Context: an optimization exercise on an open-source flow, tuned for small area, a short achievable clock period and few clock cycles per item. The choices shown serve that exercise and are no tape-out recipe. RTL that was checked went through simulation tests only; none was proved equivalent to the original. The RTL of run 1 was laid out without a check of its function.

## flow/design.v (module list and top-level ports; edited modules follow where they fit)
// module filter: 1465 lines
module filter
 #(parameter DWIDTH = 16,
   parameter DDWIDTH = 2*DWIDTH,
	parameter L = 160,
	parameter L_LOG = 8,
	parameter M = 147,
	parameter M_LOG = 8,
	parameter CWIDTH = 4*L,
	parameter J = 4,
	parameter J_LOG = 2)
  (input clk,
   input rst,
	output req_in,
	input ack_in,
	input signed [0:DWIDTH-1] data_in,
	output req_out,
	input ack_out,
	output signed [0:DWIDTH-1] data_out);
  // ...
==> flow/flow/run.sh <==
#!/bin/bash
# Standard layout, with timing repair aiming below the clock period.
set -euo pipefail
bash standard.sh SETUP_SLACK_MARGIN=6.0 finish > standard_make.log 2>&1
==> flow/standard.sh <==
#!/bin/bash
# synth_recipe.tcl (not shown) runs the flow's synth.tcl, then flattens the netlist and writes it again
# the make line also repeats each setting of config.mk as NAME=value (left out here)
make -C /OpenROAD-flow-scripts/flow DESIGN_CONFIG=/design/flow/config.mk WORK_HOME=/design/flow/orfs CLKGATE_MAP_FILE= SYNTH_SCRIPT=/design/flow/synth_recipe.tcl "${@:-finish}"
==> flow/config.mk <==
export PLATFORM = sky130hd
export DESIGN_NAME = filter
export DESIGN_NICKNAME = filter
export VERILOG_FILES = /design/flow/design.v
export SDC_FILE = /design/flow/constraint.sdc
export NUM_CORES = 4
export LEC_CHECK = 0
export CAP_MARGIN = 20
export CORE_MARGIN = 2
export CORE_UTILIZATION = 40
export SLEW_MARGIN = 20
export SYNTH_MEMORY_MAX_BITS = 16384
==> flow/constraint.sdc <==
create_clock -name core_clock -period 10.0 [get_ports {clk}]
set_input_delay 2.0000 -clock core_clock [delete_from_list [all_inputs] [get_ports {clk}]]
set_output_delay 2.0000 -clock core_clock [all_outputs]
set_load 0.01 [all_outputs]
==> impl_metrics.yaml, run 1 <==
outcome:
  outcome: "no timing/DRC/antenna violations"
final_layout:
  dominant_cells: "multi-input combinational cells"
  nonClockInverterCount: 264
  drive_gt1_share_pct: 11.2
  final_common_cell: "inv_1"
  filler_cell_count: 6032
  final-clk-cell-share_pct: 3.45
  area_growth_pct: 8.47
  final_cell_area_sq_um: 27800
  nClkBuffers: 43
synthesis:
  ys_types: 94
  synthTopCellsByArea: "fa_1 (21%), dfxtp_1 (16%), edfxtp_1 (7.5%)"
  synth_seq_area_share_pct: 23.8
die:
  n_tap_cell: 846
  die_area_sq_um: 66100
cts:
  post_cts_buffers: 12
  clock-root-buffer: "clkbuf_16"
  hold_buffers: 0
sta:
  setup_viol: 0
  worst_slew_pin_slew_ns: 1.13
global_routing:
  antenna_found_initial: 1
  use_met3_pct: 5.43
drt:
  via_per_inst: 6.07
place:
  hpwl_um: 59100
  post-place-ws_ns: 5.21
setup_path:
  worstSetupEndpoint: "pc[21]"
  crit_family: "adder cells"
  crit_arrival_ns: 4.49
run:
  maxCapViolCount: 0
min_path:
  hold_class: "flip-flop to flip-flop"
==> run 2, diff against run 1 <==
--- a/flow/design.v
+++ b/flow/design.v
@@ -21,692 +21,192 @@
   reg [15:0] dout;
   assign req_in = req_in_r;
   assign req_out = req_out_r;
   assign data_out = dout;
   wire [15:0] din = data_in;
   reg [15:0] xb, x0, x1, x2, x3;    
   reg xbv;                          
   reg v0, v1, v2, v3;               
-  reg [7:0] p, q;                   
+  reg [7:0] p;                      
   reg [7:0] a;                      
   reg a_is_p;                       
   reg sh_done;                      
   reg run_a, a_conf, run_b;         
-  reg fb_en;                        
+  reg sa0, sa1, sb2, sb3, fb_en;    
   reg pc_full;                      
   reg pend;                         
-  reg [15:0] xm0, xm1;              
   reg [30:0] ps, pc;
-  wire [28:0] rom;
-  wire rm0 = a[0] ? 1'b1 : 1'b0;
-  wire rm1 = a[0] ? 1'b0 : 1'b1;
-  wire rm2 = a[1] ? rm1 : rm0;
-  wire rm3 = a[1] ? 1'b1 : 1'b0;
-  wire rm4 = a[2] ? rm3 : rm2;
-  wire rm5 = a[1] ? 1'b1 : rm0;
-  wire rm6 = a[3] ? rm5 : rm4;
-  wire rm7 = a[2] ? rm3 : 1'b0;
-  wire rm8 = a[3] ? 1'b0 : rm7;
-  wire rm9 = a[4] ? rm8 : rm6;
-  wire rm10 = a[1] ? rm0 : 1'b0;
-  wire rm11 = a[1] ? rm1 : 1'b1;
-  wire rm12 = a[2] ? rm11 : rm10;
-  wire rm13 = a[1] ? rm0 : rm1;
-  wire rm14 = a[1] ? 1'b0 : 1'b1;
-  wire rm15 = a[2] ? rm14 : rm13;
-  wire rm16 = a[3] ? rm15 : rm12;
-  wire rm17 = a[1] ? rm1 : 1'b0;
-  wire rm18 = a[2] ? rm17 : rm14;
-  wire rm19 = a[2] ? rm11 : rm5;
-  wire rm20 = a[3] ? rm19 : rm18;
-  wire rm21 = a[4] ? rm20 : rm16;
-  wire rm22 = a[5] ? rm21 : rm9;
-  wire rm23 = a[2] ? rm13 : rm10;
-  wire rm24 = a[1] ? 1'b0 : rm0;
-  wire rm25 = a[2] ? rm11 : rm24;
-  wire rm26 = a[3] ? rm25 : rm23;
-  wire rm27 = a[2] ? rm24 : rm14;
-  wire rm28 = a[2] ? rm14 : rm11;
-  wire rm29 = a[3] ? rm28 : rm27;
-  wire rm30 = a[4] ? rm29 : rm26;
-  wire rm31 = a[2] ? rm13 : 1'b0;
-  wire rm32 = a[2] ? rm10 : rm2;
-  wire rm33 = a[3] ? rm32 : rm31;
-  wire rm34 = a[2] ? rm14 : rm5;
-  wire rm35 = a[3] ? rm34 : rm11;
-  wire rm36 = a[4] ? rm35 : rm33;
-  wire rm37 = a[5] ? rm36 : rm30;
-  wire rm38 = a[6] ? rm37 : rm22;
-  wire rm39 = a[1] ? 1'b1 : rm1;
-  wire rm40 = a[2] ? rm24 : rm39;
-  wire rm41 = a[2] ? rm1 : rm13;
-  wire rm42 = a[3] ? rm41 : rm40;
-  wire rm43 = a[2] ? rm5 : 1'b1;
-  wire rm44 = a[1] ? 1'b0 : rm1;
-  wire rm45 = a[2] ? rm3 : rm44;
-  wire rm46 = a[3] ? rm45 : rm43;
-  wire rm47 = a[4] ? rm46 : rm42;
-  wire rm48 = a[5] ? 1'b1 : rm47;
-  wire rm49 = a[7] ? rm48 : rm38;
-  assign rom[0] = rm49;
-  wire rm50 = a[1] ? rm0 : 1'b1;
-  wire rm51 = a[2] ? rm50 : rm0;
-  wire rm52 = a[2] ? 1'b1 : rm10;
-  wire rm53 = a[3] ? rm52 : rm51;
-  wire rm54 = a[2] ? rm5 : rm44;
-  wire rm55 = a[2] ? rm13 : rm44;
-  wire rm56 = a[3] ? rm55 : rm54;
-  wire rm57 = a[4] ? rm56 : rm53;
-  wire rm58 = a[2] ? rm44 : rm3;
-  wire rm59 = a[2] ? rm14 : rm17;
-  wire rm60 = a[3] ? rm59 : rm58;
-  wire rm61 = a[2] ? rm0 : rm17;
-  wire rm62 = a[2] ? rm11 : rm2;
-  wire rm63 = a[3] ? rm62 : rm61;
-  wire rm64 = a[4] ? rm63 : rm60;
-  wire rm65 = a[5] ? rm64 : rm57;
-  wire rm66 = a[2] ? rm44 : rm13;
-  wire rm67 = a[2] ? 1'b0 : rm14;
-  wire rm68 = a[3] ? rm67 : rm66;
-  wire rm69 = a[3] ? rm34 : rm39;
-  wire rm70 = a[4] ? rm69 : rm68;
-  wire rm71 = a[2] ? rm10 : rm14;
-  wire rm72 = a[2] ? rm0 : rm14;
-  wire rm73 = a[3] ? rm72 : rm71;
-  wire rm74 = a[2] ? rm5 : rm50;
-  wire rm75 = a[2] ? 1'b0 : rm44;
-  wire rm76 = a[3] ? rm75 : rm74;
-  wire rm77 = a[4] ? rm76 : rm73;
-  wire rm78 = a[5] ? rm77 : rm70;
-  wire rm79 = a[6] ? rm78 : rm65;
-  wire rm80 = a[2] ? rm3 : rm50;
-  wire rm81 = a[2] ? rm50 : rm3;
-  wire rm82 = a[3] ? rm81 : rm80;
-  wire rm83 = a[2] ? rm0 : rm50;
-  wire rm84 = a[2] ? rm5 : rm14;
-  wire rm85 = a[3] ? rm84 : rm83;
-  wire rm86 = a[4] ? rm85 : rm82;
-  wire rm87 = a[5] ? 1'b0 : rm86;
-  wire rm88 = a[7] ? rm87 : rm79;
-  assign rom[1] = rm88;
-  wire rm89 = a[2] ? rm50 : 1'b0;
-  wire rm90 = a[3] ? rm34 : rm89;
-  wire rm91 = a[2] ? rm3 : rm11;
-  wire rm92 = a[2] ? rm0 : rm10;
-  wire rm93 = a[3] ? rm92 : rm91;
-  wire rm94 = a[4] ? rm93 : rm90;
-  wire rm95 = a[2] ? rm50 : rm11;
-  wire rm96 = a[3] ? rm95 : rm25;
-  wire rm97 = a[2] ? rm5 : rm10;
-  wire rm98 = a[2] ? rm10 : rm3;
-  wire rm99 = a[3] ? rm98 : rm97;
-  wire rm100 = a[4] ? rm99 : rm96;
-  wire rm101 = a[5] ? rm100 : rm94;
-  wire rm102 = a[2] ? rm17 : rm39;
-  wire rm103 = a[2] ? rm0 : rm13;
-  wire rm104 = a[3] ? rm103 : rm102;
-  wire rm105 = a[2] ? rm17 : rm44;
-  wire rm106 = a[2] ? rm24 : 1'b1;
-  wire rm107 = a[3] ? rm106 : rm105;
-  wire rm108 = a[4] ? rm107 : rm104;
-  wire rm109 = a[2] ? rm2 : rm39;
-  wire rm110 = a[2] ? rm0 : rm11;
-  wire rm111 = a[3] ? rm110 : rm109;
-  wire rm112 = a[2] ? rm10 : 1'b0;
-  wire rm113 = a[3] ? rm13 : rm112;
-  wire rm114 = a[4] ? rm113 : rm111;
-  wire rm115 = a[5] ? rm114 : rm108;
-  wire rm116 = a[6] ? rm115 : rm101;
-  wire rm117 = a[2] ? rm5 : rm11;
-  wire rm118 = a[3] ? rm117 : rm34;
-  wire rm119 = a[2] ? 1'b1 : rm17;
-  wire rm120 = a[2] ? rm3 : rm17;
-  wire rm121 = a[3] ? rm120 : rm119;
-  wire rm122 = a[4] ? rm121 : rm118;
-  wire rm123 = a[5] ? 1'b0 : rm122;
-  wire rm124 = a[7] ? rm123 : rm116;
-  assign rom[2] = rm124;
-  wire rm125 = a[3] ? rm5 : rm59;
-  wire rm126 = a[2] ? rm11 : rm39;
-  wire rm127 = a[3] ? rm31 : rm126;
-  wire rm128 = a[4] ? rm127 : rm125;
-  wire rm129 = a[2] ? rm11 : rm17;
-  wire rm130 = a[2] ? rm14 : rm24;
-  wire rm131 = a[3] ? rm130 : rm129;
-  wire rm132 = a[2] ? rm5 : rm1;
-  wire rm133 = a[3] ? rm92 : rm132;
-  wire rm134 = a[4] ? rm133 : rm131;
-  wire rm135 = a[5] ? rm134 : rm128;
-  wire rm136 = a[3] ? rm23 : rm120;
-  wire rm137 = a[2] ? rm13 : rm17;
-  wire rm138 = a[2] ? rm13 : 1'b1;
-  wire rm139 = a[3] ? rm138 : rm137;
-  wire rm140 = a[4] ? rm139 : rm136;
-  wire rm141 = a[2] ? rm0 : rm44;
-  wire rm142 = a[2] ? rm17 : 1'b1;
-  wire rm143 = a[3] ? rm142 : rm141;
-  wire rm144 = a[2] ? rm14 : rm3;
-  wire rm145 = a[3] ? rm144 : rm24;
-  wire rm146 = a[4] ? rm145 : rm143;
-  wire rm147 = a[5] ? rm146 : rm140;
-  wire rm148 = a[6] ? rm147 : rm135;
-  wire rm149 = a[2] ? rm11 : rm44;
-  wire rm150 = a[3] ? rm149 : rm24;
-  wire rm151 = a[2] ? rm39 : rm50;
-  wire rm152 = a[2] ? rm50 : rm44;
-  wire rm153 = a[3] ? rm152 : rm151;
-  wire rm154 = a[4] ? rm153 : rm150;
-  wire rm155 = a[5] ? 1'b0 : rm154;
-  wire rm156 = a[7] ? rm155 : rm148;
-  assign rom[3] = rm156;
-  wire rm157 = a[3] ? rm152 : rm23;
-  wire rm158 = a[2] ? rm11 : rm3;
-  wire rm159 = a[2] ? rm11 : rm1;
-  wire rm160 = a[3] ? rm159 : rm158;
-  wire rm161 = a[4] ? rm160 : rm157;
-  wire rm162 = a[2] ? rm24 : rm11;
-  wire rm163 = a[2] ? rm14 : rm44;
-  wire rm164 = a[3] ? rm163 : rm162;
-  wire rm165 = a[2] ? rm50 : rm2;
-  wire rm166 = a[2] ? rm2 : rm1;
-  wire rm167 = a[3] ? rm166 : rm165;
-  wire rm168 = a[4] ? rm167 : rm164;
-  wire rm169 = a[5] ? rm168 : rm161;
-  wire rm170 = a[3] ? rm12 : rm144;
-  wire rm171 = a[2] ? rm17 : rm3;
-  wire rm172 = a[2] ? rm39 : rm1;
-  wire rm173 = a[3] ? rm172 : rm171;
-  wire rm174 = a[4] ? rm173 : rm170;
-  wire rm175 = a[2] ? rm2 : rm44;
-  wire rm176 = a[2] ? 1'b1 : rm1;
-  wire rm177 = a[3] ? rm176 : rm175;
-  wire rm178 = a[2] ? rm3 : rm13;
-  wire rm179 = a[2] ? rm24 : rm50;
-  wire rm180 = a[3] ? rm179 : rm178;
-  wire rm181 = a[4] ? rm180 : rm177;
-  wire rm182 = a[5] ? rm181 : rm174;
-  wire rm183 = a[6] ? rm182 : rm169;
-  wire rm184 = a[2] ? rm14 : rm2;
-  wire rm185 = a[2] ? 1'b1 : rm50;
-  wire rm186 = a[3] ? rm185 : rm184;
-  wire rm187 = a[2] ? rm17 : rm24;
-  wire rm188 = a[2] ? rm39 : rm44;
-  wire rm189 = a[3] ? rm188 : rm187;
-  wire rm190 = a[4] ? rm189 : rm186;
-  wire rm191 = a[5] ? 1'b0 : rm190;
-  wire rm192 = a[7] ? rm191 : rm183;
-  assign rom[4] = rm192;
-  wire rm193 = a[2] ? rm24 : 1'b0;
-  wire rm194 = a[2] ? rm13 : rm1;
-  wire rm195 = a[3] ? rm194 : rm193;
-  wire rm196 = a[3] ? rm41 : rm71;
-  wire rm197 = a[4] ? rm196 : rm195;
-  wire rm198 = a[2] ? rm5 : rm39;
-  wire rm199 = a[2] ? rm14 : 1'b0;
-  wire rm200 = a[3] ? rm199 : rm198;
-  wire rm201 = a[2] ? rm14 : rm10;
-  wire rm202 = a[2] ? rm17 : rm13;
-  wire rm203 = a[3] ? rm202 : rm201;
-  wire rm204 = a[4] ? rm203 : rm200;
-  wire rm205 = a[5] ? rm204 : rm197;
-  wire rm206 = a[2] ? rm1 : rm24;
-  wire rm207 = a[3] ? rm206 : rm103;
-  wire rm208 = a[2] ? rm2 : rm13;
-  wire rm209 = a[2] ? rm5 : rm2;
-  wire rm210 = a[3] ? rm209 : rm208;
-  wire rm211 = a[4] ? rm210 : rm207;
-  wire rm212 = a[2] ? rm0 : rm3;
-  wire rm213 = a[3] ? rm212 : rm54;
-  wire rm214 = a[2] ? 1'b1 : rm24;
-  wire rm215 = a[2] ? rm2 : rm11;
-  wire rm216 = a[3] ? rm215 : rm214;
-  wire rm217 = a[4] ? rm216 : rm213;
-  wire rm218 = a[5] ? rm217 : rm211;
-  wire rm219 = a[6] ? rm218 : rm205;
-  wire rm220 = a[2] ? rm14 : rm50;
-  wire rm221 = a[2] ? rm1 : rm11;
-  wire rm222 = a[3] ? rm221 : rm220;
-  wire rm223 = a[2] ? rm3 : rm14;
-  wire rm224 = a[2] ? rm5 : rm17;
-  wire rm225 = a[3] ? rm224 : rm223;
-  wire rm226 = a[4] ? rm225 : rm222;
-  wire rm227 = a[5] ? 1'b0 : rm226;
-  wire rm228 = a[7] ? rm227 : rm219;
-  assign rom[5] = rm228;
-  wire rm229 = a[2] ? rm39 : rm13;
-  wire rm230 = a[3] ? rm229 : rm7;
-  wire rm231 = a[3] ? rm59 : rm0;
-  wire rm232 = a[4] ? rm231 : rm230;
-  wire rm233 = a[2] ? rm3 : 1'b1;
-  wire rm234 = a[3] ? rm233 : rm84;
-  wire rm235 = a[2] ? rm14 : 1'b1;
-  wire rm236 = a[2] ? rm10 : rm5;
-  wire rm237 = a[3] ? rm236 : rm235;
-  wire rm238 = a[4] ? rm237 : rm234;
-  wire rm239 = a[5] ? rm238 : rm232;
-  wire rm240 = a[2] ? rm2 : rm14;
-  wire rm241 = a[3] ? rm240 : rm163;
-  wire rm242 = a[2] ? 1'b0 : rm11;
-  wire rm243 = a[3] ? rm242 : rm236;
-  wire rm244 = a[4] ? rm243 : rm241;
-  wire rm245 = a[2] ? rm44 : rm5;
-  wire rm246 = a[2] ? rm13 : rm3;
-  wire rm247 = a[3] ? rm246 : rm245;
-  wire rm248 = a[2] ? rm17 : rm0;
-  wire rm249 = a[3] ? rm248 : rm103;
-  wire rm250 = a[4] ? rm249 : rm247;
-  wire rm251 = a[5] ? rm250 : rm244;
-  wire rm252 = a[6] ? rm251 : rm239;
-  wire rm253 = a[3] ? rm233 : rm144;
-  wire rm254 = a[2] ? rm13 : rm2;
-  wire rm255 = a[2] ? 1'b0 : rm2;
-  wire rm256 = a[3] ? rm255 : rm254;
-  wire rm257 = a[4] ? rm256 : rm253;
-  wire rm258 = a[5] ? 1'b1 : rm257;
-  wire rm259 = a[7] ? rm258 : rm252;
-  assign rom[6] = rm259;
-  wire rm260 = a[2] ? rm50 : rm17;
-  wire rm261 = a[3] ? rm260 : rm0;
-  wire rm262 = a[2] ? 1'b1 : rm14;
-  wire rm263 = a[3] ? rm262 : rm13;
-  wire rm264 = a[4] ? rm263 : rm261;
-  wire rm265 = a[2] ? rm5 : 1'b0;
-  wire rm266 = a[3] ? 1'b1 : rm265;
-  wire rm267 = a[2] ? 1'b1 : 1'b0;
-  wire rm268 = a[3] ? rm267 : rm235;
-  wire rm269 = a[4] ? rm268 : rm266;
-  wire rm270 = a[5] ? rm269 : rm264;
-  wire rm271 = a[3] ? rm71 : rm45;
-  wire rm272 = a[2] ? 1'b0 : 1'b1;
-  wire rm273 = a[3] ? rm52 : rm272;
-  wire rm274 = a[4] ? rm273 : rm271;
-  wire rm275 = a[3] ? rm71 : 1'b1;
-  wire rm276 = a[2] ? rm24 : rm2;
-  wire rm277 = a[3] ? rm276 : rm215;
-  wire rm278 = a[4] ? rm277 : rm275;
-  wire rm279 = a[5] ? rm278 : rm274;
-  wire rm280 = a[6] ? rm279 : rm270;
-  wire rm281 = a[3] ? rm52 : rm224;
-  wire rm282 = a[4] ? rm281 : rm194;
-  wire rm283 = a[5] ? 1'b1 : rm282;
-  wire rm284 = a[7] ? rm283 : rm280;
-  assign rom[7] = rm284;
-  wire rm285 = a[3] ? rm276 : rm3;
-  wire rm286 = a[2] ? rm0 : rm1;
-  wire rm287 = a[3] ? rm286 : rm40;
-  wire rm288 = a[4] ? rm287 : rm285;
-  wire rm289 = a[3] ? rm1 : rm248;
-  wire rm290 = a[3] ? rm0 : rm194;
-  wire rm291 = a[4] ? rm290 : rm289;
-  wire rm292 = a[5] ? rm291 : rm288;
-  wire rm293 = a[2] ? rm1 : rm17;
-  wire rm294 = a[3] ? rm103 : rm293;
-  wire rm295 = a[2] ? rm1 : rm0;
-  wire rm296 = a[3] ? rm1 : rm295;
-  wire rm297 = a[4] ? rm296 : rm294;
-  wire rm298 = a[3] ? rm172 : rm1;
-  wire rm299 = a[2] ? rm17 : rm50;
-  wire rm300 = a[3] ? rm299 : rm248;
-  wire rm301 = a[4] ? rm300 : rm298;
-  wire rm302 = a[5] ? rm301 : rm297;
-  wire rm303 = a[6] ? rm302 : rm292;
-  wire rm304 = a[3] ? rm209 : rm276;
-  wire rm305 = a[3] ? 1'b0 : rm52;
-  wire rm306 = a[4] ? rm305 : rm304;
-  wire rm307 = a[5] ? 1'b0 : rm306;
-  wire rm308 = a[7] ? rm307 : rm303;
-  assign rom[8] = rm308;
-  wire rm309 = a[3] ? rm201 : rm267;
-  wire rm310 = a[2] ? rm3 : rm5;
-  wire rm311 = a[3] ? rm15 : rm310;
-  wire rm312 = a[4] ? rm311 : rm309;
-  wire rm313 = a[2] ? rm11 : rm14;
-  wire rm314 = a[3] ? rm2 : rm313;
-  wire rm315 = a[3] ? rm14 : rm276;
-  wire rm316 = a[4] ? rm315 : rm314;
-  wire rm317 = a[5] ? rm316 : rm312;
-  wire rm318 = a[2] ? rm3 : rm39;
-  wire rm319 = a[3] ? rm318 : rm13;
-  wire rm320 = a[2] ? rm2 : rm3;
-  wire rm321 = a[3] ? rm2 : rm320;
-  wire rm322 = a[4] ? rm321 : rm319;
-  wire rm323 = a[3] ? rm209 : rm2;
-  wire rm324 = a[3] ? rm313 : rm98;
-  wire rm325 = a[4] ? rm324 : rm323;
-  wire rm326 = a[5] ? rm325 : rm322;
-  wire rm327 = a[6] ? rm326 : rm317;
-  wire rm328 = a[3] ? rm52 : rm201;
-  wire rm329 = a[3] ? 1'b1 : 1'b0;
-  wire rm330 = a[4] ? rm329 : rm328;
-  wire rm331 = a[5] ? 1'b1 : rm330;
-  wire rm332 = a[7] ? rm331 : rm327;
-  assign rom[9] = rm332;
-  wire rm333 = a[3] ? rm235 : 1'b0;
-  wire rm334 = a[3] ? rm45 : rm267;
-  wire rm335 = a[4] ? rm334 : rm333;
-  wire rm336 = a[2] ? rm10 : rm11;
-  wire rm337 = a[3] ? rm336 : rm71;
-  wire rm338 = a[3] ? rm223 : rm91;
-  wire rm339 = a[4] ? rm338 : rm337;
-  wire rm340 = a[5] ? rm339 : rm335;
-  wire rm341 = a[2] ? 1'b1 : rm44;
-  wire rm342 = a[3] ? rm341 : rm54;
-  wire rm343 = a[2] ? rm11 : 1'b0;
-  wire rm344 = a[3] ? rm12 : rm343;
-  wire rm345 = a[4] ? rm344 : rm342;
-  wire rm346 = a[3] ? rm52 : rm12;
-  wire rm347 = a[3] ? rm71 : rm267;
-  wire rm348 = a[4] ? rm347 : rm346;
-  wire rm349 = a[5] ? rm348 : rm345;
-  wire rm350 = a[6] ? rm349 : rm340;
-  wire rm351 = a[3] ? 1'b0 : rm235;
-  wire rm352 = a[4] ? 1'b1 : rm351;
-  wire rm353 = a[5] ? 1'b1 : rm352;
-  wire rm354 = a[7] ? rm353 : rm350;
-  assign rom[10] = rm354;
-  wire rm355 = a[3] ? rm7 : 1'b0;
-  wire rm356 = a[3] ? rm75 : 1'b1;
-  wire rm357 = a[4] ? rm356 : rm355;
-  wire rm358 = a[2] ? 1'b1 : rm3;
-  wire rm359 = a[3] ? rm242 : rm358;
-  wire rm360 = a[3] ? rm67 : rm52;
-  wire rm361 = a[4] ? rm360 : rm359;
-  wire rm362 = a[5] ? rm361 : rm357;
-  wire rm363 = a[2] ? 1'b1 : rm5;
-  wire rm364 = a[3] ? rm75 : rm363;
-  wire rm365 = a[2] ? rm11 : 1'b1;
-  wire rm366 = a[3] ? rm112 : rm365;
-  wire rm367 = a[4] ? rm366 : rm364;
-  wire rm368 = a[3] ? 1'b0 : rm365;
-  wire rm369 = a[3] ? rm67 : 1'b1;
-  wire rm370 = a[4] ? rm369 : rm368;
-  wire rm371 = a[5] ? rm370 : rm367;
-  wire rm372 = a[6] ? rm371 : rm362;
-  wire rm373 = a[3] ? 1'b1 : rm7;
-  wire rm374 = a[4] ? 1'b1 : rm373;
-  wire rm375 = a[5] ? 1'b1 : rm374;
-  wire rm376 = a[7] ? rm375 : rm372;
-  assign rom[11] = rm376;
-  wire rm377 = a[3] ? rm363 : 1'b0;
-  wire rm378 = a[4] ? rm377 : 1'b0;
-  wire rm379 = a[3] ? rm242 : 1'b1;
-  wire rm380 = a[3] ? rm358 : 1'b0;
-  wire rm381 = a[4] ? rm380 : rm379;
-  wire rm382 = a[5] ? rm381 : rm378;
-  wire rm383 = a[3] ? 1'b1 : rm112;
-  wire rm384 = a[4] ? rm383 : rm356;
-  wire rm385 = a[4] ? rm380 : rm368;
-  wire rm386 = a[5] ? rm385 : rm384;
-  wire rm387 = a[6] ? rm386 : rm382;
-  wire rm388 = a[7] ? 1'b1 : rm387;
-  assign rom[12] = rm388;
-  wire rm389 = a[3] ? rm52 : 1'b0;
-  wire rm390 = a[4] ? 1'b1 : rm389;
-  wire rm391 = a[5] ? rm390 : 1'b0;
-  wire rm392 = a[4] ? 1'b0 : rm356;
-  wire rm393 = a[4] ? 1'b1 : rm383;
-  wire rm394 = a[5] ? rm393 : rm392;
-  wire rm395 = a[6] ? rm394 : rm391;
-  wire rm396 = a[7] ? 1'b1 : rm395;
-  assign rom[13] = rm396;
-  wire rm397 = a[4] ? 1'b1 : rm377;
-  wire rm398 = a[5] ? 1'b1 : rm397;
-  wire rm399 = a[6] ? rm398 : 1'b0;
-  wire rm400 = a[7] ? 1'b1 : rm399;
-  assign rom[14] = rm400;
-  assign rom[15] = 1'b0;
-  wire rm401 = a[3] ? 1'b1 : rm58;
-  wire rm402 = a[3] ? rm265 : 1'b0;
-  wire rm403 = a[4] ? rm402 : rm401;
-  wire rm404 = a[2] ? rm44 : 1'b1;
-  wire rm405 = a[3] ? rm242 : rm404;
-  wire rm406 = a[3] ? rm320 : rm212;
-  wire rm407 = a[4] ? rm406 : rm405;
-  wire rm408 = a[5] ? rm407 : rm403;
-  wire rm409 = a[2] ? rm39 : rm2;
-  wire rm410 = a[3] ? rm409 : 1'b0;
-  wire rm411 = a[2] ? rm44 : rm39;
-  wire rm412 = a[3] ? rm365 : rm411;
-  wire rm413 = a[4] ? rm412 : rm410;
-  wire rm414 = a[3] ? rm233 : rm109;
-  wire rm415 = a[2] ? rm50 : 1'b1;
-  wire rm416 = a[2] ? 1'b0 : rm50;
-  wire rm417 = a[3] ? rm416 : rm415;
-  wire rm418 = a[4] ? rm417 : rm414;
-  wire rm419 = a[5] ? rm418 : rm413;
-  wire rm420 = a[6] ? rm419 : rm408;
-  wire rm421 = a[3] ? rm75 : rm95;
-  wire rm422 = a[2] ? rm50 : rm5;
-  wire rm423 = a[3] ? rm422 : rm126;
-  wire rm424 = a[4] ? rm423 : rm421;
-  wire rm425 = a[5] ? 1'b0 : rm424;
-  wire rm426 = a[7] ? rm425 : rm420;
-  assign rom[16] = rm426;
-  wire rm427 = a[2] ? rm44 : rm17;
-  wire rm428 = a[2] ? rm50 : rm39;
-  wire rm429 = a[3] ? rm428 : rm427;
-  wire rm430 = a[2] ? rm0 : rm24;
-  wire rm431 = a[3] ? rm430 : rm97;
-  wire rm432 = a[4] ? rm431 : rm429;
-  wire rm433 = a[2] ? rm44 : rm11;
-  wire rm434 = a[2] ? rm10 : rm1;
-  wire rm435 = a[3] ? rm434 : rm433;
-  wire rm436 = a[2] ? rm2 : rm5;
-  wire rm437 = a[3] ? rm62 : rm436;
-  wire rm438 = a[4] ? rm437 : rm435;
-  wire rm439 = a[5] ? rm438 : rm432;
-  wire rm440 = a[3] ? rm23 : 1'b0;
-  wire rm441 = a[2] ? rm1 : rm3;
-  wire rm442 = a[3] ? rm11 : rm441;
-  wire rm443 = a[4] ? rm442 : rm440;
-  wire rm444 = a[3] ? rm15 : rm91;
-  wire rm445 = a[3] ? rm138 : rm14;
-  wire rm446 = a[4] ? rm445 : rm444;
-  wire rm447 = a[5] ? rm446 : rm443;
-  wire rm448 = a[6] ? rm447 : rm439;
-  wire rm449 = a[3] ? rm62 : rm83;
-  wire rm450 = a[2] ? 1'b0 : rm0;
-  wire rm451 = a[3] ? rm106 : rm450;
-  wire rm452 = a[4] ? rm451 : rm449;
-  wire rm453 = a[5] ? 1'b0 : rm452;
-  wire rm454 = a[7] ? rm453 : rm448;
-  assign rom[17] = rm454;
-  wire rm455 = a[3] ? rm19 : rm171;
-  wire rm456 = a[3] ? rm178 : rm214;
-  wire rm457 = a[4] ? rm456 : rm455;
-  wire rm458 = a[3] ? rm32 : rm142;
-  wire rm459 = a[2] ? rm17 : rm1;
-  wire rm460 = a[3] ? rm336 : rm459;
-  wire rm461 = a[4] ? rm460 : rm458;
-  wire rm462 = a[5] ? rm461 : rm457;
-  wire rm463 = a[3] ? rm404 : 1'b1;
-  wire rm464 = a[2] ? rm39 : rm10;
-  wire rm465 = a[3] ? rm464 : rm178;
-  wire rm466 = a[4] ? rm465 : rm463;
-  wire rm467 = a[2] ? rm24 : rm10;
-  wire rm468 = a[3] ? rm51 : rm467;
-  wire rm469 = a[3] ? rm61 : rm260;
-  wire rm470 = a[4] ? rm469 : rm468;
-  wire rm471 = a[5] ? rm470 : rm466;
-  wire rm472 = a[6] ? rm471 : rm462;
-  wire rm473 = a[3] ? rm240 : rm188;
-  wire rm474 = a[2] ? rm2 : rm50;
-  wire rm475 = a[2] ? rm1 : rm14;
-  wire rm476 = a[3] ? rm475 : rm474;
-  wire rm477 = a[4] ? rm476 : rm473;
-  wire rm478 = a[5] ? 1'b0 : rm477;
-  wire rm479 = a[7] ? rm478 : rm472;
-  assign rom[18] = rm479;
-  wire rm480 = a[3] ? rm1 : rm144;
-  wire rm481 = a[2] ? rm1 : rm10;
-  wire rm482 = a[3] ? rm481 : rm67;
-  wire rm483 = a[4] ? rm482 : rm480;
-  wire rm484 = a[3] ? rm336 : rm194;
-  wire rm485 = a[2] ? rm0 : rm39;
-  wire rm486 = a[3] ? rm485 : rm27;
-  wire rm487 = a[4] ? rm486 : rm484;
-  wire rm488 = a[5] ? rm487 : rm483;
-  wire rm489 = a[3] ? rm248 : rm0;
-  wire rm490 = a[2] ? rm2 : 1'b0;
-  wire rm491 = a[3] ? rm490 : rm220;
-  wire rm492 = a[4] ? rm491 : rm489;
-  wire rm493 = a[2] ? rm13 : rm14;
-  wire rm494 = a[3] ? rm493 : rm132;
-  wire rm495 = a[2] ? rm2 : rm10;
-  wire rm496 = a[3] ? rm495 : rm215;
-  wire rm497 = a[4] ? rm496 : rm494;
-  wire rm498 = a[5] ? rm497 : rm492;
-  wire rm499 = a[6] ? rm498 : rm488;
-  wire rm500 = a[3] ? rm45 : rm450;
-  wire rm501 = a[2] ? rm24 : rm44;
-  wire rm502 = a[3] ? rm501 : rm246;
-  wire rm503 = a[4] ? rm502 : rm500;
-  wire rm504 = a[5] ? 1'b0 : rm503;
-  wire rm505 = a[7] ? rm504 : rm499;
-  assign rom[19] = rm505;
-  wire rm506 = a[3] ? rm3 : rm358;
-  wire rm507 = a[2] ? rm1 : rm2;
-  wire rm508 = a[3] ? rm109 : rm507;
-  wire rm509 = a[4] ? rm508 : rm506;
-  wire rm510 = a[3] ? rm336 : rm209;
-  wire rm511 = a[3] ? rm240 : rm404;
-  wire rm512 = a[4] ? rm511 : rm510;
-  wire rm513 = a[5] ? rm512 : rm509;
-  wire rm514 = a[3] ? rm4 : rm2;
-  wire rm515 = a[3] ? rm365 : rm52;
-  wire rm516 = a[4] ? rm515 : rm514;
-  wire rm517 = a[3] ? rm62 : rm165;
-  wire rm518 = a[2] ? rm50 : rm10;
-  wire rm519 = a[2] ? rm44 : rm0;
-  wire rm520 = a[3] ? rm519 : rm518;
-  wire rm521 = a[4] ? rm520 : rm517;
-  wire rm522 = a[5] ? rm521 : rm516;
-  wire rm523 = a[6] ? rm522 : rm513;
-  wire rm524 = a[3] ? rm112 : rm212;
-  wire rm525 = a[2] ? 1'b1 : rm0;
-  wire rm526 = a[2] ? rm44 : rm1;
-  wire rm527 = a[3] ? rm526 : rm525;
-  wire rm528 = a[4] ? rm527 : rm524;
-  wire rm529 = a[5] ? 1'b0 : rm528;
-  wire rm530 = a[7] ? rm529 : rm523;
-  assign rom[20] = rm530;
-  wire rm531 = a[3] ? rm223 : rm358;
-  wire rm532 = a[3] ? rm151 : rm163;
-  wire rm533 = a[4] ? rm532 : rm531;
-  wire rm534 = a[3] ? rm40 : rm206;
-  wire rm535 = a[3] ? rm248 : rm1;
-  wire rm536 = a[4] ? rm535 : rm534;
-  wire rm537 = a[5] ? rm536 : rm533;
-  wire rm538 = a[3] ? rm474 : rm299;
-  wire rm539 = a[2] ? rm24 : rm0;
-  wire rm540 = a[3] ? rm539 : rm485;
-  wire rm541 = a[4] ? rm540 : rm538;
-  wire rm542 = a[2] ? 1'b0 : rm5;
-  wire rm543 = a[3] ? rm542 : rm109;
-  wire rm544 = a[3] ? rm212 : rm7;
-  wire rm545 = a[4] ? rm544 : rm543;
-  wire rm546 = a[5] ? rm545 : rm541;
-  wire rm547 = a[6] ? rm546 : rm537;
-  wire rm548 = a[2] ? rm13 : rm0;
-  wire rm549 = a[3] ? 1'b1 : rm548;
-  wire rm550 = a[2] ? 1'b0 : rm3;
-  wire rm551 = a[3] ? rm550 : rm212;
-  wire rm552 = a[4] ? rm551 : rm549;
-  wire rm553 = a[5] ? 1'b0 : rm552;
-  wire rm554 = a[7] ? rm553 : rm547;
-  assign rom[21] = rm554;
-  wire rm555 = a[3] ? rm235 : rm358;
-  wire rm556 = a[4] ? rm309 : rm555;
-  wire rm557 = a[3] ? rm246 : rm310;
-  wire rm558 = a[4] ? rm285 : rm557;
-  wire rm559 = a[5] ? rm558 : rm556;
-  wire rm560 = a[3] ? rm276 : rm229;
-  wire rm561 = a[2] ? rm13 : rm50;
-  wire rm562 = a[3] ? rm66 : rm561;
-  wire rm563 = a[4] ? rm562 : rm560;
-  wire rm564 = a[3] ? rm75 : rm84;
-  wire rm565 = a[3] ? rm233 : 1'b0;
-  wire rm566 = a[4] ? rm565 : rm564;
-  wire rm567 = a[5] ? rm566 : rm563;
-  wire rm568 = a[6] ? rm567 : rm559;
-  wire rm569 = a[2] ? rm24 : rm3;
-  wire rm570 = a[3] ? rm1 : rm569;
-  wire rm571 = a[3] ? rm67 : rm548;
-  wire rm572 = a[4] ? rm571 : rm570;
-  wire rm573 = a[5] ? 1'b0 : rm572;
-  wire rm574 = a[7] ? rm573 : rm568;
-  assign rom[22] = rm574;
-  wire rm575 = a[3] ? 1'b1 : rm358;
-  wire rm576 = a[4] ? rm273 : rm575;
-  wire rm577 = a[3] ? rm54 : rm223;
-  wire rm578 = a[4] ? rm577 : rm271;
-  wire rm579 = a[5] ? rm578 : rm576;
-  wire rm580 = a[3] ? rm245 : rm201;
-  wire rm581 = a[3] ? rm242 : rm336;
-  wire rm582 = a[4] ? rm581 : rm580;
-  wire rm583 = a[3] ? 1'b0 : rm404;
-  wire rm584 = a[3] ? rm267 : 1'b0;
-  wire rm585 = a[4] ? rm584 : rm583;
-  wire rm586 = a[5] ? rm585 : rm582;
-  wire rm587 = a[6] ? rm586 : rm579;
-  wire rm588 = a[3] ? rm2 : rm199;
-  wire rm589 = a[2] ? rm39 : rm14;
-  wire rm590 = a[3] ? rm0 : rm589;
-  wire rm591 = a[4] ? rm590 : rm588;
-  wire rm592 = a[5] ? 1'b0 : rm591;
-  wire rm593 = a[7] ? rm592 : rm587;
-  assign rom[23] = rm593;
-  wire rm594 = a[4] ? rm379 : rm575;
-  wire rm595 = a[3] ? rm365 : rm7;
-  wire rm596 = a[3] ? rm404 : rm7;
-  wire rm597 = a[4] ? rm596 : rm595;
-  wire rm598 = a[5] ? rm597 : rm594;
-  wire rm599 = a[3] ? rm75 : rm52;
-  wire rm600 = a[4] ? rm368 : rm599;
-  wire rm601 = a[5] ? 1'b1 : rm600;
-  wire rm602 = a[6] ? rm601 : rm598;
-  wire rm603 = a[3] ? rm336 : rm7;
-  wire rm604 = a[3] ? rm3 : rm84;
-  wire rm605 = a[4] ? rm604 : rm603;
-  wire rm606 = a[5] ? 1'b0 : rm605;
-  wire rm607 = a[7] ? rm606 : rm602;
-  assign rom[24] = rm607;
-  wire rm608 = a[4] ? 1'b1 : rm575;
-  wire rm609 = a[4] ? rm373 : rm351;
-  wire rm610 = a[5] ? rm609 : rm608;
-  wire rm611 = a[3] ? 1'b0 : rm242;
-  wire rm612 = a[4] ? 1'b1 : rm611;
-  wire rm613 = a[5] ? 1'b0 : rm612;
-  wire rm614 = a[6] ? rm613 : rm610;
-  wire rm615 = a[3] ? rm267 : rm358;
-  wire rm616 = a[4] ? rm615 : rm379;
-  wire rm617 = a[5] ? 1'b0 : rm616;
-  wire rm618 = a[7] ? rm617 : rm614;
-  assign rom[25] = rm618;
-  wire rm619 = a[4] ? rm351 : 1'b1;
-  wire rm620 = a[5] ? rm619 : rm608;
-  wire rm621 = a[4] ? 1'b1 : 1'b0;
-  wire rm622 = a[5] ? 1'b1 : rm621;
-  wire rm623 = a[6] ? rm622 : rm620;
-  wire rm624 = a[4] ? rm329 : rm379;
-  wire rm625 = a[5] ? 1'b0 : rm624;
-  wire rm626 = a[7] ? rm625 : rm623;
-  assign rom[26] = rm626;
-  wire rm627 = a[5] ? 1'b1 : rm608;
-  wire rm628 = a[4] ? 1'b0 : 1'b1;
-  wire rm629 = a[5] ? 1'b0 : rm628;
-  wire rm630 = a[6] ? rm629 : rm627;
-  wire rm631 = a[5] ? 1'b0 : rm390;
-  wire rm632 = a[7] ? rm631 : rm630;
-  assign rom[27] = rm632;
-  wire rm633 = a[6] ? 1'b1 : rm627;
-  wire rm634 = a[5] ? 1'b0 : 1'b1;
-  wire rm635 = a[7] ? rm634 : rm633;
-  assign rom[28] = rm635;
+  reg [28:0] rom;
+  always @(*) begin
+    case (a)
+      8'd0: rom = {13'h0000, 16'h0000};
+      8'd1: rom = {13'h0000, 16'h0083};
+      8'd2: rom = {13'h1fff, 16'h0109};
+      8'd3: rom = {13'h1ffd, 16'h0192};
+      8'd4: rom = {13'h1ffb, 16'h021e};
+      8'd5: rom = {13'h1ff8, 16'h02ae};
+      8'd6: rom = {13'h1ff4, 16'h0341};
+      8'd7: rom = {13'h1ff0, 16'h03d7};
+      8'd8: rom = {13'h1feb, 16'h0470};
+      8'd9: rom = {13'h1fe5, 16'h050d};
+      8'd10: rom = {13'h1fdf, 16'h05ad};
+      8'd11: rom = {13'h1fd7, 16'h064f};
+      8'd12: rom = {13'h1fcf, 16'h06f6};
+      8'd13: rom = {13'h1fc7, 16'h079f};
+      8'd14: rom = {13'h1fbd, 16'h084b};
+      8'd15: rom = {13'h1fb3, 16'h08fb};
+      8'd16: rom = {13'h1fa8, 16'h09ae};
+      8'd17: rom = {13'h1f9c, 16'h0a64};
+      8'd18: rom = {13'h1f90, 16'h0b1c};
+      8'd19: rom = {13'h1f82, 16'h0bd8};
+      8'd20: rom = {13'h1f74, 16'h0c98};
+      8'd21: rom = {13'h1f66, 16'h0d5a};
+      8'd22: rom = {13'h1f56, 16'h0e1f};
+      8'd23: rom = {13'h1f46, 16'h0ee7};
+      8'd24: rom = {13'h1f34, 16'h0fb2};
+      8'd25: rom = {13'h1f22, 16'h1080};
+      8'd26: rom = {13'h1f10, 16'h1150};
+      8'd27: rom = {13'h1efc, 16'h1224};
+      8'd28: rom = {13'h1ee8, 16'h12fa};
+      8'd29: rom = {13'h1ed3, 16'h13d4};
+      8'd30: rom = {13'h1ebd, 16'h14b0};
+      8'd31: rom = {13'h1ea7, 16'h158e};
+      8'd32: rom = {13'h1e8f, 16'h1670};
+      8'd33: rom = {13'h1e77, 16'h1754};
+      8'd34: rom = {13'h1e5f, 16'h183a};
+      8'd35: rom = {13'h1e45, 16'h1923};
+      8'd36: rom = {13'h1e2b, 16'h1a0f};
+      8'd37: rom = {13'h1e10, 16'h1afd};
+      8'd38: rom = {13'h1df4, 16'h1bed};
+      8'd39: rom = {13'h1dd8, 16'h1ce0};
+      8'd40: rom = {13'h1dbb, 16'h1dd5};
+      8'd41: rom = {13'h1d9d, 16'h1ecc};
+      8'd42: rom = {13'h1d7f, 16'h1fc6};
+      8'd43: rom = {13'h1d60, 16'h20c1};
+      8'd44: rom = {13'h1d40, 16'h21bf};
+      8'd45: rom = {13'h1d20, 16'h22bf};
+      8'd46: rom = {13'h1d00, 16'h23c0};
+      8'd47: rom = {13'h1cde, 16'h24c4};
+      8'd48: rom = {13'h1cbc, 16'h25c9};
+      8'd49: rom = {13'h1c9a, 16'h26d1};
+      8'd50: rom = {13'h1c77, 16'h27da};
+      8'd51: rom = {13'h1c53, 16'h28e4};
+      8'd52: rom = {13'h1c30, 16'h29f0};
+      8'd53: rom = {13'h1c0b, 16'h2afe};
+      8'd54: rom = {13'h1be6, 16'h2c0d};
+      8'd55: rom = {13'h1bc1, 16'h2d1e};
+      8'd56: rom = {13'h1b9c, 16'h2e30};
+      8'd57: rom = {13'h1b76, 16'h2f43};
+      8'd58: rom = {13'h1b4f, 16'h3057};
+      8'd59: rom = {13'h1b29, 16'h316d};
+      8'd60: rom = {13'h1b02, 16'h3283};
+      8'd61: rom = {13'h1adb, 16'h339b};
+      8'd62: rom = {13'h1ab3, 16'h34b3};
+      8'd63: rom = {13'h1a8c, 16'h35cc};
+      8'd64: rom = {13'h1a64, 16'h36e6};
+      8'd65: rom = {13'h1a3c, 16'h3800};
+      8'd66: rom = {13'h1a14, 16'h391c};
+      8'd67: rom = {13'h19ec, 16'h3a37};
+      8'd68: rom = {13'h19c4, 16'h3b53};
+      8'd69: rom = {13'h199c, 16'h3c70};
+      8'd70: rom = {13'h1974, 16'h3d8c};
+      8'd71: rom = {13'h194c, 16'h3ea9};
+      8'd72: rom = {13'h1924, 16'h3fc6};
+      8'd73: rom = {13'h18fd, 16'h40e3};
+      8'd74: rom = {13'h18d5, 16'h4200};
+      8'd75: rom = {13'h18ae, 16'h431c};
+      8'd76: rom = {13'h1887, 16'h4439};
+      8'd77: rom = {13'h1860, 16'h4555};
+      8'd78: rom = {13'h1839, 16'h4671};
+      8'd79: rom = {13'h1813, 16'h478c};
+      8'd80: rom = {13'h17ed, 16'h48a7};
+      8'd81: rom = {13'h17c8, 16'h49c1};
+      8'd82: rom = {13'h17a3, 16'h4ada};
+      8'd83: rom = {13'h177f, 16'h4bf2};
+      8'd84: rom = {13'h175b, 16'h4d0a};
+      8'd85: rom = {13'h1738, 16'h4e21};
+      8'd86: rom = {13'h1716, 16'h4f36};
+      8'd87: rom = {13'h16f4, 16'h504a};
+      8'd88: rom = {13'h16d3, 16'h515d};
+      8'd89: rom = {13'h16b3, 16'h526f};
+      8'd90: rom = {13'h1693, 16'h537f};
+      8'd91: rom = {13'h1675, 16'h548e};
+      8'd92: rom = {13'h1657, 16'h559b};
+      8'd93: rom = {13'h163b, 16'h56a7};
+      8'd94: rom = {13'h161f, 16'h57b0};
+      8'd95: rom = {13'h1604, 16'h58b8};
+      8'd96: rom = {13'h15eb, 16'h59be};
+      8'd97: rom = {13'h15d2, 16'h5ac2};
+      8'd98: rom = {13'h15bb, 16'h5bc4};
+      8'd99: rom = {13'h15a5, 16'h5cc4};
+      8'd100: rom = {13'h1590, 16'h5dc1};
+      8'd101: rom = {13'h157d, 16'h5ebc};
+      8'd102: rom = {13'h156b, 16'h5fb4};
+      8'd103: rom = {13'h155a, 16'h60ab};
+      8'd104: rom = {13'h154b, 16'h619e};
+      8'd105: rom = {13'h153d, 16'h628f};
+      8'd106: rom = {13'h1531, 16'h637d};
+      8'd107: rom = {13'h1527, 16'h6468};
+      8'd108: rom = {13'h151e, 16'h6550};
+      8'd109: rom = {13'h1516, 16'h6636};
+      8'd110: rom = {13'h1511, 16'h6718};
+      8'd111: rom = {13'h150d, 16'h67f7};
+      8'd112: rom = {13'h150b, 16'h68d3};
+      8'd113: rom = {13'h150b, 16'h69ab};
+      8'd114: rom = {13'h150d, 16'h6a81};
+      8'd115: rom = {13'h1511, 16'h6b52};
+      8'd116: rom = {13'h1517, 16'h6c21};
+      8'd117: rom = {13'h151f, 16'h6ceb};
+      8'd118: rom = {13'h1528, 16'h6db3};
+      8'd119: rom = {13'h1535, 16'h6e76};
+      8'd120: rom = {13'h1543, 16'h6f36};
+      8'd121: rom = {13'h1553, 16'h6ff1};
+      8'd122: rom = {13'h1566, 16'h70a9};
+      8'd123: rom = {13'h157b, 16'h715d};
+      8'd124: rom = {13'h1592, 16'h720d};
+      8'd125: rom = {13'h15ac, 16'h72b9};
+      8'd126: rom = {13'h15c8, 16'h7360};
+      8'd127: rom = {13'h15e6, 16'h7404};
+      8'd128: rom = {13'h1607, 16'h74a3};
+      8'd129: rom = {13'h162b, 16'h753e};
+      8'd130: rom = {13'h1651, 16'h75d5};
+      8'd131: rom = {13'h167a, 16'h7667};
+      8'd132: rom = {13'h16a5, 16'h76f4};
+      8'd133: rom = {13'h16d3, 16'h777d};
+      8'd134: rom = {13'h1704, 16'h7802};
+      8'd135: rom = {13'h1737, 16'h7882};
+      8'd136: rom = {13'h176d, 16'h78fd};
+      8'd137: rom = {13'h17a6, 16'h7974};
+      8'd138: rom = {13'h17e2, 16'h79e6};
+      8'd139: rom = {13'h1820, 16'h7a53};
+      8'd140: rom = {13'h1862, 16'h7abb};
+      8'd141: rom = {13'h18a6, 16'h7b1e};
+      8'd142: rom = {13'h18ee, 16'h7b7d};
+      8'd143: rom = {13'h1938, 16'h7bd6};
+      8'd144: rom = {13'h1985, 16'h7c2b};
+      8'd145: rom = {13'h19d6, 16'h7c7b};
+      8'd146: rom = {13'h1a29, 16'h7cc5};
+      8'd147: rom = {13'h1a7f, 16'h7d0b};
+      8'd148: rom = {13'h1ad9, 16'h7d4c};
+      8'd149: rom = {13'h1b35, 16'h7d87};
+      8'd150: rom = {13'h1b95, 16'h7dbd};
+      8'd151: rom = {13'h1bf8, 16'h7def};
+      8'd152: rom = {13'h1c5e, 16'h7e1b};
+      8'd153: rom = {13'h1cc7, 16'h7e42};
+      8'd154: rom = {13'h1d33, 16'h7e64};
+      8'd155: rom = {13'h1da3, 16'h7e80};
+      8'd156: rom = {13'h1e15, 16'h7e98};
+      8'd157: rom = {13'h1e8b, 16'h7eaa};
+      8'd158: rom = {13'h1f04, 16'h7eb7};
+      8'd159: rom = {13'h1f81, 16'h7ebf};
+      8'd160: rom = {13'h0000, 16'h7ec1};
+      default: rom = 29'd0;
+    endcase
+  end
   wire [12:0] c0 = rom[28:16];
   wire [15:0] c1 = rom[15:0];
   wire [6:0] bo0, bt0, bn0;
   wire [7:0] bo1, bt1, bn1;
   assign bo0[0] = c0[0] ^ 1'b0;
   assign bt0[0] = (c0[1] & ~c0[0] & ~1'b0) | (~c0[1] & c0[0] & 1'b0);
   assign bn0[0] = c0[1];
   assign bo0[1] = c0[2] ^ c0[1];
@@ -752,16 +252,18 @@
   assign bt1[7] = (c1[15] & ~c1[14] & ~c1[13]) | (~c1[15] & c1[14] & c1[13]);
   assign bn1[7] = c1[15];
   reg [6:0] on0, tw0, ng0;
   reg [7:0] on1, tw1, ng1;
   always @(posedge clk) begin
     on0 <= bo0; tw0 <= bt0; ng0 <= bn0;
     on1 <= bo1; tw1 <= bt1; ng1 <= bn1;
   end
+  wire [15:0] xm0 = (x0 & {16{sa0}}) | (x3 & {16{sb3}});
+  wire [15:0] xm1 = (x1 & {16{sa1}}) | (x2 & {16{sb2}});
   wire [30:0] ts, tc;
   wire t1 = (ps[0] & fb_en) ^ (pc[0] & fb_en) ^ ng0[0];
   wire t2 = ((ps[0] & fb_en) & (pc[0] & fb_en)) | ((ps[0] & fb_en) & ng0[0]) | ((pc[0] & fb_en) & ng0[0]);
   wire t3 = ng1[0] ^ t1 ^ ((on0[0] & xm0[0]) ^ ng0[0]);
   wire t4 = (ng1[0] & t1) | (ng1[0] & ((on0[0] & xm0[0]) ^ ng0[0])) | (t1 & ((on0[0] & xm0[0]) ^ ng0[0]));
   wire t5 = (ps[1] & fb_en) ^ (pc[1] & fb_en) ^ t2;
   wire t6 = ((ps[1] & fb_en) & (pc[1] & fb_en)) | ((ps[1] & fb_en) & t2) | ((pc[1] & fb_en) & t2);
   wire t7 = (((on0[0] & xm0[1]) | (tw0[0] & xm0[0])) ^ ng0[0]) ^ (((on1[0] & xm1[1]) | (tw1[0] & xm1[0])) ^ ng1[0]) ^ t5;
@@ -1388,74 +890,68 @@
   end
   wire [30:0] sum = ps + pc;
   wire ofree = !pend & !req_out_r;
   wire load = pc_full & ofree;
   wire ns = (p < 8'd147);
   wire start = a_is_p & (!ns | sh_done | xbv);
   wire shift = start & ns & !sh_done;
   wire abort = run_a & !a_conf;
-  wire wrap = (p < 8'd13);
-  wire [7:0] pnext = wrap ? p + 8'd147 : p - 8'd13;
-  wire [7:0] qnext = wrap ? q - 8'd147 : q + 8'd13;
+  wire [7:0] pnext = (p < 8'd13) ? p + 8'd147 : p - 8'd13;
   wire pc_full_n = run_b | (pc_full & !load);
   wire ofree_n = req_out_r ? ack_out : !(load | pend);
   wire conf_n = start & !(pc_full_n & !ofree_n);
   wire v1_n = shift ? v0 : v1;
-  wire [15:0] xa0 = shift ? xb : x0;
-  wire [15:0] xa1 = (shift ? x0 : x1) & {16{v1_n}};
-  wire [15:0] xb3 = x3 & {16{a_conf & v3}};
-  wire [15:0] xb2 = x2 & {16{a_conf & v2}};
   always @(posedge clk) begin
     if (req_in_r) xb <= din;
     if (shift) begin
       x0 <= xb; x1 <= x0; x2 <= x1; x3 <= x2;
     end
     if (load) dout <= sum[30:15];
-    xm0 <= conf_n ? xa0 : xb3;
-    xm1 <= conf_n ? xa1 : xb2;
     if (rst) begin
       req_in_r <= 1'b1;
       xbv <= 1'b0;
       v0 <= 1'b0; v1 <= 1'b0; v2 <= 1'b0; v3 <= 1'b0;
       p <= 8'd0;
-      q <= 8'd160;
       a <= 8'd0;
       a_is_p <= 1'b1;
       sh_done <= 1'b0;
       run_a <= 1'b0; a_conf <= 1'b0; run_b <= 1'b0;
-      fb_en <= 1'b1;
+      sa0 <= 1'b0; sa1 <= 1'b0; sb2 <= 1'b0; sb3 <= 1'b0; fb_en <= 1'b1;
       pc_full <= 1'b0;
       pend <= 1'b0;
       req_out_r <= 1'b0;
     end else begin
       if (req_in_r & ack_in) req_in_r <= 1'b0;
       else if (!req_in_r & !ack_in & (!xbv | shift)) req_in_r <= 1'b1;
       if (req_in_r & ack_in) xbv <= 1'b1;
       else if (shift) xbv <= 1'b0;
       if (shift) begin
         v0 <= 1'b1; v1 <= v0; v2 <= v1; v3 <= v2;
       end
       run_a <= start;
       a_conf <= conf_n;
       run_b <= a_conf;
       if (start) begin
-        a <= q;
+        a <= 8'd160 - p;
         a_is_p <= 1'b0;
         if (shift) sh_done <= 1'b1;
       end else if (a_conf) begin
         p <= pnext;
-        q <= qnext;
         a <= pnext;
         a_is_p <= 1'b1;
         sh_done <= 1'b0;
       end else if (abort) begin
         a <= p;
         a_is_p <= 1'b1;
       end
+      sa0 <= conf_n;
+      sa1 <= conf_n & v1_n;
+      sb2 <= a_conf & v2;
+      sb3 <= a_conf & v3;
       fb_en <= !conf_n;
       pc_full <= pc_full_n;
       if (req_out_r) begin
         if (ack_out) req_out_r <= 1'b0;
       end else if ((load | pend) & !ack_out) begin
         req_out_r <= 1'b1;
         pend <= 1'b0;
       end else if (load) begin
==> flow/run.sh (new file) <==
#!/bin/bash
# synth_recipe.tcl (not shown) runs the flow's synth.tcl, then flattens the netlist and writes it again
# the make line also repeats each setting of config.mk as NAME=value (left out here)
make -C /OpenROAD-flow-scripts/flow DESIGN_CONFIG=/design/flow/config.mk WORK_HOME=/design/flow/orfs CLKGATE_MAP_FILE= SYNTH_SCRIPT=/design/flow/synth_recipe.tcl finish
removed: flow/flow/run.sh
removed: flow/standard.sh
==> run 2 against run 1 <==
  * Register-to-register slack lost 2.0 ns
  * Worst setup slack lost 2.0 ns
  * Still clean on timing, DRC and antenna
==> impl_metrics.yaml, run 2 <==
outcome:
  outcome: "no timing/DRC/antenna violations"
setup_path:
  required_ns: 10.49
  critPathLaunchType: "flip-flop"
  path_class: "flip-flop to flip-flop"
  slowest_stage: "ha_1"
  crit_path_max_incr_delay_ns: 0.81
  crit_family: "compound AO/OA/AOI/OAI gates"
  path_cells: "ha_1, o31ai_2, o211ai_2, o21ai_1, nand3_1, inv_2, ha_1, a21oi_1, buf_4, nor2_1, a211oi_1, a2111oi_0, a211oi_1, nand3_1"
  worst-path-buf-inv: 2
  crit_path_max_fanout: 16
  crit_arrival_ns: 6.48
  endpoint_kind: "flip-flop"
synthesis:
  syn_area_per_cell_sq_um: 9.26
  synth_warnings: 1
  synth_seq_cells: 263
  syn_area_sq_um: 24600
  synth-async-reset-ratio_pct: 0
  ys_top_cells_by_count: "fa_1 (266), inv_1 (260), a22oi_1 (211)"
  synthFlopType: "dfxtp_1"
  synth_top_area_share_pct: 21.7
  synthTopCellsByArea: "fa_1 (22%), dfxtp_1 (14%), edfxtp_1 (12%)"
  synth.most_common_cell: "fa_1"
  ys_types: 88
  synth_cells: 2653
  yosys.area.top_type: "fa_1"
  syn_nets: 3000
  synth_edf_count: 96
  synth_seq_area_share_pct: 25.3
drt:
  drt_wl_total_um: 99100
  vias: 21600
  wl_met2_um: 41100
  drtIter0Drc: 2859
  via_per_inst: 6.43
  drc_errors: 0
  wl_met1_um: 40700
  first_pass_iters: 6
  ant_nets: 0
  top_layer: "met5"
  routedWlPerCell_um: 29.6
  met3_wirelength_um: 12000
cts:
  insertion_delay_ns: 0.59
  htree_levels: 2
  cts_inserted_buffers: 34
  clock_sinks: 263
  cts.clk_slew.worst_paths_ns: 0.06
  cts_tree: "done"
  cts_max_path_buffers: 3
  cts.repair.resized: 0
  clock-root-buffer: "clkbuf_16"
  post_cts_buffers: 0
  hold_buffers: 0
die:
  core_area_sq_um: 60600
  die_x_um: 252
  die_y_um: 252
  initial_utilization_pct: 40.6
  num_rows: 90
  die_area_sq_um: 63400
  ios: 38
final_layout:
  final_nets: 2892
  area_growth_pct: 8.40
  final_common_cell: "fa_1"
  num_antenna_cells: 0
  drive_gt1_share_pct: 6.61
  final_cell_mix: "fa_1 (266), inv_1 (259), a22oi_1 (211)"
sta:
  worst_slew_pin_slew_ns: 1.19
  drv_slew: 0
  fin_crit_ns: 5.99
  max_slew_margin_pct: 20.5
  clock-skew-final_ns: 0.0309
  setup_tns_ns: 0
  fin_crit_sh_pct: 59.9
  fmax_mhz: 167
  rsz0062_at_grt: "no"
  holdWs_ns: 0.364
  setup_viol: 0
  timing_hold_violations_final: 0
place:
  hpwl_um: 69800
  gp_congestion: 1.03
  io_buffers: 37
global_routing:
  grt_remaining_overflow: 0
  grt_pass1_wl_um: 147000
  grt_usage_pct: 31.2
  grt_start_max_net_pins: 105
  antenna_found_initial: 4
  grt_pass1_vias: 21800
min_path:
  hold_class: "flip-flop to flip-flop"
run:
  maxCapViolCount: 0
[run 2: per-layer routing]
| layer | up-vias | GRT usage, % |
|---|---|---|
| met5 | - | 0 |
| li1 | 9035 | - |
| met1 | 10700 | 42.4 |
| met3 | 329 | 10.2 |
| met2 | 1485 | 44.8 |
| met4 | 4 | 14.8 |
[run 2: area by class of cell]
type                    count  area, sq um
clock inverters            20          250
well taps                 782          978
flip-flops and latches    263         6230
multi-input cells        1878        16400
clock buffers              42          911
fillers                  5958        33900
inverters                 267         1000
repair buffers            101          858
[run 2: through the flow]
| stage | util [%] | setup slack [ns] | area (sq um) | cells |
|---|---|---|---|---|
| final | 44.0 | 4.01 | 26600 | 3353 |
| after global routing | 44.0 | 4.02 | 26600 | 3353 |
| after CTS | 44.0 | 4.33 | 26600 | 3353 |
| after detailed placement | 42.1 | 3.77 | 25500 | 3291 |
| after global placement | 42.0 | 3.70 | 25500 | 3290 |
| after floorplan | - | 2.86 | 24600 | 2653 |
[run 2: final timing paths]
path / from / end / slack [ns] / cells past startpoint
setup / recovery: p[0] / rom[1] / 4.01 / 14
hold / removal: rom[28] / ng0[6] / 0.36 / 0
setup reg to reg: p[0] / rom[1] / 4.01 / 14
hold reg to reg: rom[28] / ng0[6] / 0.36 / 0
[run 2: worst register-to-register path, delay by kind of cell, from the launching register on]
| kind | cells | cell delay (ns) |
|---|---|---|
| fa+ha+maj | 2 | 1.06 |
| buf+inv | 2 | 0.67 |
| simple gates | 3 | 1.65 |
| flops | 1 | 0.38 |
| compound gates | 7 | 2.14 |
[run 2: cell families (layout without fill, tap and decap cells)]
logic type               count (synthesis)  in the layout  share of synthesized area, %
flip-flops                             263            263                          25.3
buffers and inverters                  512            430                          8.11
XOR/XNOR                               270            270                          9.62
AO/OA/AOI/OAI                          793            793                          22.6
multiplexers                            12             12                         0.555
AND/OR/NAND/NOR                        476            476                          9.02
adder cells (fa/ha/maj)                327            327                          24.8
Testbench counts of run 2, summed over its fixed seeds: cycles 10,272, items 5,120.

## separate check: timing with driven ports
Ports are ideal in the flow. The routed layouts listed here were re-timed in OpenROAD.
Step 1 assumes that a clkbuf_16 drives the clock port and a buf_2 every other input.
Step 2, shift: input delay + t, output delay - t, t = (earliest + latest rising clock arrival at the registers) / 2. This alone moves slack from input paths to output paths.
a / b / c = ideal ports / drivers / drivers and shift; a / b = the first two.
run	shift t [ns]	setup slack, ns	clock arrival spread, ns	worst slew at a driven data input, ns
run 1	0.638	5.986 / 5.986 / 5.680	0.018 / 0.018	0.05
run 2	0.635	4.013 / 4.013 / 3.448	0.031 / 0.031	0.05
After both steps setup and hold are still met in every run listed. The setup slack of run 2, which loses most, moves by 0.000 ns with the drivers and by -0.565 ns with both steps.
